From an optimization exercise on the open Yosys and OpenROAD flow, aimed at small area; shortcuts taken in it are not production practice.
Function was checked by simulation only, so behaviour that the tests miss may differ from the original.
The flow treats the clock pin as an ideal source, which a real chip does not have.
Power and IR drop assume default switching activity.

==> trial 18 <==
==> flow/design.v (excerpt) <==
module FinalProject (
    input        clk,
    input  [9:0] SW,
    input  [1:0] KEY,
    input        BT_RX,
    output [6:0] HEX0, HEX1, HEX2, HEX3, HEX4, HEX5,
    output [3:0] VGA_R, VGA_G, VGA_B,
    output       VGA_HS, VGA_VS,
    output [9:0] LEDR
);
==> flow/config.mk <==
export PLATFORM = sky130hd
export DESIGN_NAME = FinalProject
export DESIGN_NICKNAME = FinalProject
export VERILOG_FILES = /design/flow/design.v
export SDC_FILE = /design/flow/constraint.sdc
export NUM_CORES = 4
export LEC_CHECK = 0
export CAP_MARGIN = 20
export CORE_MARGIN = 2
export CORE_UTILIZATION = 60
export PLACE_DENSITY = 0.75
export SLEW_MARGIN = 20
==> flow/constraint.sdc <==
create_clock -name core_clock -period 40.0 [get_ports {clk}]
set_input_delay 8.0000 -clock core_clock [delete_from_list [all_inputs] [get_ports {clk}]]
set_output_delay 8.0000 -clock core_clock [all_outputs]
set_load 0.01 [all_outputs]
standard.sh (not shown) runs the stock make flow with config.mk's settings and CLKGATE_MAP_FILE= SYNTH_SCRIPT=/design/flow/synth_recipe.tcl, a recipe that flattens the netlist after the stock synthesis.
==> flow/flow/run.sh <==
#!/bin/bash
# Own layout flow: the standard flow, with the combinational logic of
# the standard synthesis re-mapped for area (same registers, same names and
# cell types), and a lighter clock tree.
set -euo pipefail
W=$(pwd)
R=$W/orfs/results/$FLOW_PLATFORM/FinalProject/base
A=$W/orfs_alt/results/$FLOW_PLATFORM/FinalProject/base

# 1. Standard synthesis: the reference for the registers.
bash standard.sh synth > $W/std_synth.log 2>&1
cp $R/1_2_yosys.v $W/std_1_2_yosys.v

# 2. Area-mapped synthesis of the same design, three times in parallel with
#    different random seeds for ABC's deepsyn, each in its own work folder.
#    Each result is used only if its registers are exactly the standard
#    synthesis's (step 3 renames them to the standard synthesis's instance
#    names); the smallest of those is kept.
ok=0
best_area=""
for S in 0 1 2; do
  sed "s/&deepsyn -T 60/\&deepsyn -T 60 -S $S/" $W/flow/area.abc > $W/area_$S.abc
  ( ALT_ABC_SCRIPT=$W/area_$S.abc bash standard.sh WORK_HOME=$W/orfs_alt$S \
      SYNTH_SCRIPT=$W/flow/alt_synth.tcl ADDER_MAP_FILE= synth > $W/alt_synth_$S.log 2>&1 ) &
done
wait || true
for S in 0 1 2; do
  A=$W/orfs_alt$S/results/$FLOW_PLATFORM/FinalProject/base
  RP=$W/orfs_alt$S/reports/$FLOW_PLATFORM/FinalProject/base/synth_stat.txt
  [[ -f $A/1_2_yosys.v && -f $RP ]] || continue
  # 3. Registers must be exactly the standard synthesis's.
  if python3 $W/flow/ffmatch.py $W/std_1_2_yosys.v $A/1_2_yosys.v $W/alt_renamed_$S.v > $W/ffmatch_$S.log 2>&1; then
    area=$(grep "Chip area" $RP | awk '{print $NF}')
    echo "seed $S area $area" >> $W/alt_choice.log
    if [[ -z "$best_area" ]] || python3 -c "import sys; sys.exit(0 if float('$area') < float('$best_area') else 1)"; then
      best_area=$area
      cp $W/alt_renamed_$S.v $W/alt_renamed.v
      ok=1
    fi
  fi
done
echo "alt synthesis used: $ok (area $best_area)" >> $W/alt_choice.log
if [[ $ok == 1 ]]; then
  cp $W/alt_renamed.v $R/1_2_yosys.v
  touch $R/1_2_yosys.v
  bash standard.sh synth > $W/std_synth_odb.log 2>&1
fi

# 4. The rest of the standard flow, with the make settings in flow/extra.mk
#    (one VAR=value per line).
mapfile -t EXTRA < <(grep -v '^#' $W/flow/extra.mk | grep .)
POST_CTS_TCL=$W/flow/post_cts.tcl bash standard.sh "${EXTRA[@]}" finish > $W/std_flow.log 2>&1
==> flow/flow/alt_synth.tcl <==
# The standard synthesis script (synth_recipe.tcl) with two changes to the
# technology mapping of combinational logic only: no half/full adder
# extraction (ADDER_MAP_FILE is empty on the command line) and an
# area-oriented ABC script. Flip-flop mapping, flattening and renaming are
# unchanged, so the registers are the standard synthesis's.
proc synth {args} { yosys synth -nofsm -noshare {*}$args }
proc abc {args} {
  set out {}
  set skip 0
  foreach a $args {
    if {$skip} { set skip 0; continue }
    if {$a eq "-script" || $a eq "-D" || $a eq "-constr"} { set skip 1; continue }
    lappend out $a
  }
  yosys abc -script $::env(ALT_ABC_SCRIPT) {*}$out
}
source $::env(SCRIPTS_DIR)/synth.tcl
# left out here: clear keep_hierarchy, flatten, clean up, hide names made inside functions, write 1_2_yosys.v
==> flow/flow/area.abc <==
&get -n
&st
&syn2
&dch -f
&nf -R 1000
&put
mfs2
&get -n
&st
&deepsyn -T 60
&put
&get -n
&st
&dch -f
&nf -R 1000
&put
mfs2
&get -n
&st
&dch -f
&nf -R 1000
&put
==> flow/flow/extra.mk <==
CTS_ARGS=-sink_clustering_enable -repair_clock_nets -dont_use_dummy_load -buf_list sky130_fd_sc_hd__clkbuf_2
BUFFER_PORTS_ARGS=-buffer_cell sky130_fd_sc_hd__buf_1
SKIP_REPAIR_TIE_FANOUT=1
==> flow/flow/post_cts.tcl <==
proc clk_load_slew {inst} {
  set out [get_pins -quiet -of_objects $inst -filter "direction == output"]
  set net [get_nets -quiet -of_objects $out]
  set m 0
  set ff 0
  foreach l [get_pins -quiet -of_objects $net -filter "direction == input"] {
    set s [get_property $l slew_max]
    if {$s > $m} { set m $s }
    if {[get_property $l name] eq "CLK"} { set ff 1 }
  }
  return [list $m $ff]
}
set next(sky130_fd_sc_hd__clkbuf_2) sky130_fd_sc_hd__clkbuf_4
set next(sky130_fd_sc_hd__clkbuf_4) sky130_fd_sc_hd__clkbuf_8
set next(sky130_fd_sc_hd__clkbuf_8) sky130_fd_sc_hd__clkbuf_16
set upsized 0
for {set iter 0} {$iter < 6} {incr iter} {
  estimate_parasitics -placement
  set changed 0
  foreach inst [get_cells -quiet clkbuf_*] {
    set ref [get_property $inst ref_name]
    if {![info exists next($ref)]} { continue }
    lassign [clk_load_slew $inst] m ff
    set limit [expr {$ff ? 0.112 : 0.150}]
    if {$m > $limit} {
      replace_cell $inst $next($ref)
      incr upsized
      incr changed
    }
  }
  if {$changed == 0} { break }
}
puts "post_cts: $upsized clock buffer upsizes"
if {$upsized > 0} {
  detailed_placement
  check_placement -verbose
}
estimate_parasitics -placement
Other scripts of this flow, unchanged in this note and not shown: flow/flow/ffmatch.py
==> inputs of build 62, as changes to trial 18 <==
--- a/flow/design.v
+++ b/flow/design.v
@@ -54,24 +54,26 @@
             rx_nz   <= 1'b0;
         end else if (rx_step) begin
             rx_done <= stop_ok;
             rcnt    <= (st_end | bit_end | stop_ok) ? 4'd0 : rcnt + 4'd1;
             if (st_end | bit_end) bidx <= bidx + 4'd1;
             else if (stop_ok)     bidx <= 4'hF;
             if (bit_end) rx_nz <= BT_RX | (rx_nz & (bidx != 4'd0));
         end
-    reg done_f;
-    always @(posedge clk or negedge rst_n)
-        if (!rst_n) begin
-            done_f <= 1'b0;
-        end else begin
-            if (baud_tick) done_f <= rx_read & stop_ok;
-        end
-    wire bt_jump = done_f & (baud == 8'hC3) & rx_nz;
+    reg done_d0, done_d1;
+    always @(posedge clk or negedge rst_n)
+        if (!rst_n) begin
+            done_d0 <= 1'b0;
+            done_d1 <= 1'b0;
+        end else begin
+            done_d0 <= rx_done;
+            done_d1 <= done_d0;
+        end
+    wire bt_jump = done_d0 & ~done_d1 & rx_nz;
     reg [10:0] tick_cnt;
     wire tick_low0 = ~|tick_cnt[9:0];
     wire game_tick = tick_low0 & ~tick_cnt[10];
     always @(posedge clk or negedge rst_n)
         if (!rst_n) tick_cnt <= 11'd0;
         else        tick_cnt <= {tick_cnt[9:0], tick_cnt[10] ^ tick_cnt[8] ^ tick_low0};
     reg        game_over;
     reg [11:0] lfsr;
@@ -162,22 +164,22 @@
         end else begin
             sw1_d <= SW[1];
             if (sw1_d ^ SW[1]) dcol <= lfsr;
         end
     wire [9:0] ysum = {1'b0, vc[8:0]} + {3'b000, hgt4};
     wire in_dino = (hc >= 10'd80) && (hc < 10'd112) &&
                    (ysum[9:7] == 3'b010) && ysum[6] && (ysum[5] | (ysum[4] & ysum[3]));
     wire [7:0] cq = hc[9:2];
-    wire old1 = age1[7] & age1[6];
-    wire use1 = ~act0 | (act1 & ((cq < 8'd64) == old1));
-    wire [7:0] age_s = use1 ? age1 : age0;
-    wire [8:0] os = {1'b0, cq} + {1'b0, age_s};
+    wire [8:0] os0 = {1'b0, cq} + {1'b0, age0};
+    wire [8:0] os1 = {1'b0, cq} + {1'b0, age1};
+    wire ob0 = os0[8] & ~|os0[7:3] & ~(os0[2] & (os0[1] | os0[0]));
+    wire ob1 = os1[8] & ~|os1[7:3] & ~(os1[2] & (os1[1] | os1[0]));
     wire obs_rows = (vc >= 10'd340) && (vc < 10'd380);
-    wire in_obs = obs_rows & os[8] & ~|os[7:3] & ~(os[2] & (os[1] | os[0]));
+    wire in_obs = obs_rows & (ob0 | ob1);
     wire ground = (vc >= 10'd380);
     reg [3:0] r, g, b;
     always @(*) begin
         if (!disp_ena) begin
             {r, g, b} = 12'h000;
         end else if (in_dino) begin
             {r, g, b} = game_over ? 12'hF0F : dcol;
         end else if (in_obs) begin
==> flow/flow/run.sh (replaced) <==
#!/bin/bash
# Own layout flow: the standard flow, with the combinational logic of
# the standard synthesis re-mapped for area (same registers, same names and
# cell types), and a lighter clock tree.
set -euo pipefail
W=$(pwd)
R=$W/orfs/results/$FLOW_PLATFORM/FinalProject/base
A=$W/orfs_alt/results/$FLOW_PLATFORM/FinalProject/base

# 1. Standard synthesis: the reference for the registers.
bash standard.sh synth > $W/std_synth.log 2>&1
cp $R/1_2_yosys.v $W/std_1_2_yosys.v

# 2. Area-mapped synthesis of the same design into a separate work folder.
ok=0
if ALT_ABC_SCRIPT=$W/flow/area.abc bash standard.sh WORK_HOME=$W/orfs_alt \
     SYNTH_SCRIPT=$W/flow/alt_synth.tcl ADDER_MAP_FILE= synth > $W/alt_synth.log 2>&1; then
  # 3. Use it only if its registers are exactly the standard synthesis's;
  #    give them the standard synthesis's instance names.
  if python3 $W/flow/ffmatch.py $W/std_1_2_yosys.v $A/1_2_yosys.v $W/alt_renamed.v > $W/ffmatch.log 2>&1; then
    ok=1
  fi
fi
echo "alt synthesis used: $ok" > $W/alt_choice.log
if [[ $ok == 1 ]]; then
  cp $W/alt_renamed.v $R/1_2_yosys.v
  touch $R/1_2_yosys.v
  bash standard.sh synth > $W/std_synth_odb.log 2>&1
fi

# 4. The rest of the standard flow, with the make settings in flow/extra.mk
#    (one VAR=value per line).
mapfile -t EXTRA < <(grep -v '^#' $W/flow/extra.mk | grep .)
POST_CTS_TCL=$W/flow/post_cts.tcl bash standard.sh "${EXTRA[@]}" finish > $W/std_flow.log 2>&1
==> flow/flow/area.abc (replaced) <==
&get -n
&st
&deepsyn -T 60
&put
&get -n
&st
&dch -f
&nf -R 1000
&put
mfs2
&get -n
&st
&dch -f
&nf -R 1000
&put
==> flow/flow/extra.mk (replaced) <==
CTS_ARGS=-sink_clustering_enable -repair_clock_nets -dont_use_dummy_load -buf_list sky130_fd_sc_hd__clkbuf_4
BUFFER_PORTS_ARGS=-buffer_cell sky130_fd_sc_hd__buf_1
SKIP_REPAIR_TIE_FANOUT=1
==> flow/flow/post_cts.tcl (replaced) <==
# After clock tree synthesis: a clock buffer that drives many flip-flops is
# upsized so the clock slew at the flip-flops stays low, then the placement
# is legalized again.
set upsized 0
foreach inst [get_cells -quiet *] {
  if {[get_property $inst ref_name] ne "sky130_fd_sc_hd__clkbuf_4"} { continue }
  set out [get_pins -quiet -of_objects $inst -filter "direction == output"]
  if {[llength $out] != 1} { continue }
  set net [get_nets -quiet -of_objects $out]
  set loads [llength [get_pins -quiet -of_objects $net -filter "direction == input"]]
  if {$loads >= 11} {
    replace_cell $inst sky130_fd_sc_hd__clkbuf_8
    incr upsized
  }
}
puts "post_cts: upsized $upsized clock buffers"
if {$upsized > 0} {
  detailed_placement
  check_placement -verbose
}
==> inputs of build 14, as changes to trial 18 <==
==> flow/flow/extra.mk (replaced) <==
CTS_ARGS=-sink_clustering_enable -repair_clock_nets -dont_use_dummy_load -buf_list sky130_fd_sc_hd__clkbuf_4
BUFFER_PORTS_ARGS=-buffer_cell sky130_fd_sc_hd__buf_1
SKIP_REPAIR_TIE_FANOUT=1
CORE_UTILIZATION = 75   (was 60)
PLACE_DENSITY = 0.85   (was 0.75)
==> notes.md <==
Sequential share of layout area: build 62 < trial 18 < build 14.
The highest non-clock buffer count belongs to build 14, the lowest to trial 18.
Between build 14 and build 62, the lower combinational power is in build 62 (gap about 5%, measured against build 62).
Final cell count, highest first: build 62, trial 18, build 14.
In build 14 the sequential cell count is lower than in build 62, by 1.
Sequential power is about the same in build 62 and build 14.
Wire length: build 14 > build 62 > trial 18.
In clock power, build 14 and trial 18 hardly differ.
Hold slack, highest first: trial 18, build 14, build 62.

[re-timing with driven ports]
How much do the figures lean on ideal ports? The routed layouts below were timed once more, with nothing changed but the port constraints. Step 1, drivers: a clkbuf_16 drives clk and a buf_2 each remaining input, both assumed. Step 2 times the ports against the registers' clock, not the clock port: input delays grow and output delays shrink by t, the midpoint of the rising clock arrivals with the driver on. Three values: ideal ports, drivers, drivers and shift; two values: the first two.
run | shift t [ns] | slack for setup (ns) | hold slack, ns | worst data-port slew with drivers (ns) | pins driven straight from the clock port
trial 18 | 0.396 | 21.877 / 21.845 / 21.845 | 0.382 / 0.382 / 0.382 | 0.05 | 1
build 62 | 0.456 | 22.019 / 21.992 / 21.992 | 0.342 / 0.342 / 0.342 | 0.04 | 1
build 14 | 0.402 | 21.854 / 21.825 / 21.825 | 0.372 / 0.372 / 0.372 | 0.03 | 1
After both steps setup and hold are still met in every run listed. For trial 18, which loses most, drivers alone change the setup slack by -0.032 ns; drivers and shift together by -0.032 ns.
